Background: an optimization exercise with open tools, aiming at small area and a short achievable clock period. Do not read the settings as production practice. Function was checked by simulation only, so behaviour that the tests miss may differ from the original. Power figures rest on the tool's default switching activity, not on a simulated workload.

## run A
// MIPS
module MIPS (
	input clk,     
	input rst,
	input [31:0] instr,
	input [31:0] read_mem_data,
	output [31:0] pc,
	output [31:0] data_mem_addr,
	output Mem_Write,
	output [31:0] write_mem_data
);
==> flow/config.mk <==
export PLATFORM = sky130hd
export DESIGN_NAME = MIPS
export DESIGN_NICKNAME = MIPS
export VERILOG_FILES = /design/flow/design.v
export SDC_FILE = /design/flow/constraint.sdc
export NUM_CORES = 4
export LEC_CHECK = 0
export CAP_MARGIN = 30
export CORE_MARGIN = 2
export CORE_UTILIZATION = 60
export CTS_BUF_LIST = sky130_fd_sc_hd__clkbuf_16
export CTS_CLUSTER_DIAMETER = 80
export CTS_CLUSTER_SIZE = 24
export PLACE_DENSITY = 0.7
export SETUP_SLACK_MARGIN = 3.6
export SLEW_MARGIN = 30
export TNS_END_PERCENT = 5
==> flow/constraint.sdc <==
create_clock -name core_clock -period 12.5 [get_ports {clk}]
set_input_delay 2.5000 -clock core_clock [delete_from_list [all_inputs] [get_ports {clk}]]
set_output_delay 2.5000 -clock core_clock [all_outputs]
set_load 0.01 [all_outputs]
standard.sh (not shown) runs the stock make flow with config.mk's settings and CLKGATE_MAP_FILE= SYNTH_SCRIPT=/design/flow/synth_recipe.tcl, a recipe that flattens the netlist after the stock synthesis.
==> flow/flow/run.sh <==
#!/bin/bash
set -euo pipefail
here=$(pwd)
rm -rf "$here/scripts_abc"
cp -r "$FLOW_HOME/scripts" "$here/scripts_abc"
cp "$here/flow/abc_speed.script" "$here/scripts_abc/abc_speed.script"
bash standard.sh SCRIPTS_DIR="$here/scripts_abc" synth > "$here/synth_make.log" 2>&1
bash standard.sh "BUFFER_PORTS_ARGS=-buffer_cell sky130_fd_sc_hd__buf_2" finish > "$here/layout_make.log" 2>&1
==> flow/flow/abc_speed.script <==
strash
map -D 3500
topo
stime -c
buffer -c
upsize -c
dnsize -c
strash
&get -n
&nf -p -C 32
&put
upsize -c
dnsize -c
Run A did not stop at any stage, and its layout met the timing, DRC and antenna checks.
Changes in run B relative to run A:
Settings: CAP_MARGIN: 30 -> 20; SLEW_MARGIN: 30 -> 20.
==> comparison <==
- Status: maximum number of pins on one net before global-route repair parity (run B, run A)
- Any difference in ratio of total power to cell area between run A and run B is small enough to ignore.
- Compared with run A, run B shows a worst slack after detailed placement that is 0.015 ns lower.
- | total power draw | run A vs run B | ≈ equal |
- When run B is measured against run A, its peak supply drop turns out 15% lower.
- Between run B and run A, the internal power summed over all cells does not differ in any meaningful way.
- Between run A and run B, the flow reports wire length decreasing slightly.
Inputs modified between run B and run C:
Settings: CORE_UTILIZATION now 55, was 60; TNS_END_PERCENT now 10, was 5; PLACE_DENSITY now 0.65, was 0.7; SETUP_SLACK_MARGIN now 3.45, was 3.6.
- On design area, run B and run C are basically level.
- Relative to run B, via count of the first global-routing pass has decreased by 1795 in run C.
- Higher area growth from synthesis to layout goes to run C over run B.
- From run B to run C the numbers moved as follows: reg-to-reg setup timing slack fell by 0.06 ns, fmax fell by 3.2 MHz, critical path depth fell by 3, total routed wire length on the met1 layer rose by 8.3%.
- When run C is set beside run B, its setup slack turns out to be 0.26 ns smaller.
- Diff run B -> run C: layout filler cell count now sits higher; combined buffer and inverter count along the critical path now sits higher.
- Sequential cell fraction of total power ends up lower on run B.
> inputs changed (run C -> run D)
Settings: a change of PLACE_DENSITY from 0.65 to 0.6; a deleted CTS_CLUSTER_SIZE that had been 24; a change of CTS_BUF_LIST from sky130_fd_sc_hd__clkbuf_16 to sky130_fd_sc_hd__clkbuf_8; a deleted CTS_CLUSTER_DIAMETER that had been 80; a change of TNS_END_PERCENT from 10 to 5; a change of CORE_UTILIZATION from 55 to 50; a change of SETUP_SLACK_MARGIN from 3.45 to 3.6.
Notes after the runs:
Run D vs. run C: placement-stage cell area now sits higher, highest attainable clock frequency grew by 0.43%, total global-route track usage lower. The clock power of run D was inferior to that of run C. Between run D and run C, routed wire length on met3 is higher for run C, run D comes in under that. Measured against each other, run D and run C differ in utilization, the lower figure coming from run D. Against run C as the reference, run D delivers a higher internal cell power.

-- afterwards: timing with drivers on the ports --
The flow's constraints put no driver on any port. The routed layouts listed below were extracted and timed again, unchanged, in two steps.
Step 1, drivers: a clkbuf_16 drives clk and a buf_2 each remaining input, both assumed.
Step 2 times the ports against the registers' clock, not the clock port: input delays grow and output delays shrink by t, the midpoint of the rising clock arrivals with the driver on.
Slacks: no drivers / after step 1 / after step 2; pairs: no drivers / after step 1.
run | t (ns) | slack for setup (ns) | worst setup path after step 2 | clock arrival spread, ns
run A | 0.737 | 3.504 / 3.480 / 2.905 | input to register | 0.031 / 0.032
run B | 0.748 | 3.542 / 3.459 / 2.992 | input to register | 0.046 / 0.047
run C | 0.723 | 3.279 / 3.195 / 2.692 | input to register | 0.043 / 0.042
run D | 0.932 | 3.318 / 3.193 / 2.796 | input to register | 0.055 / 0.056
After both steps every run listed still meets setup and hold. The setup slack of run A, which loses most, moves by -0.024 ns with the drivers and by -0.599 ns with both steps.
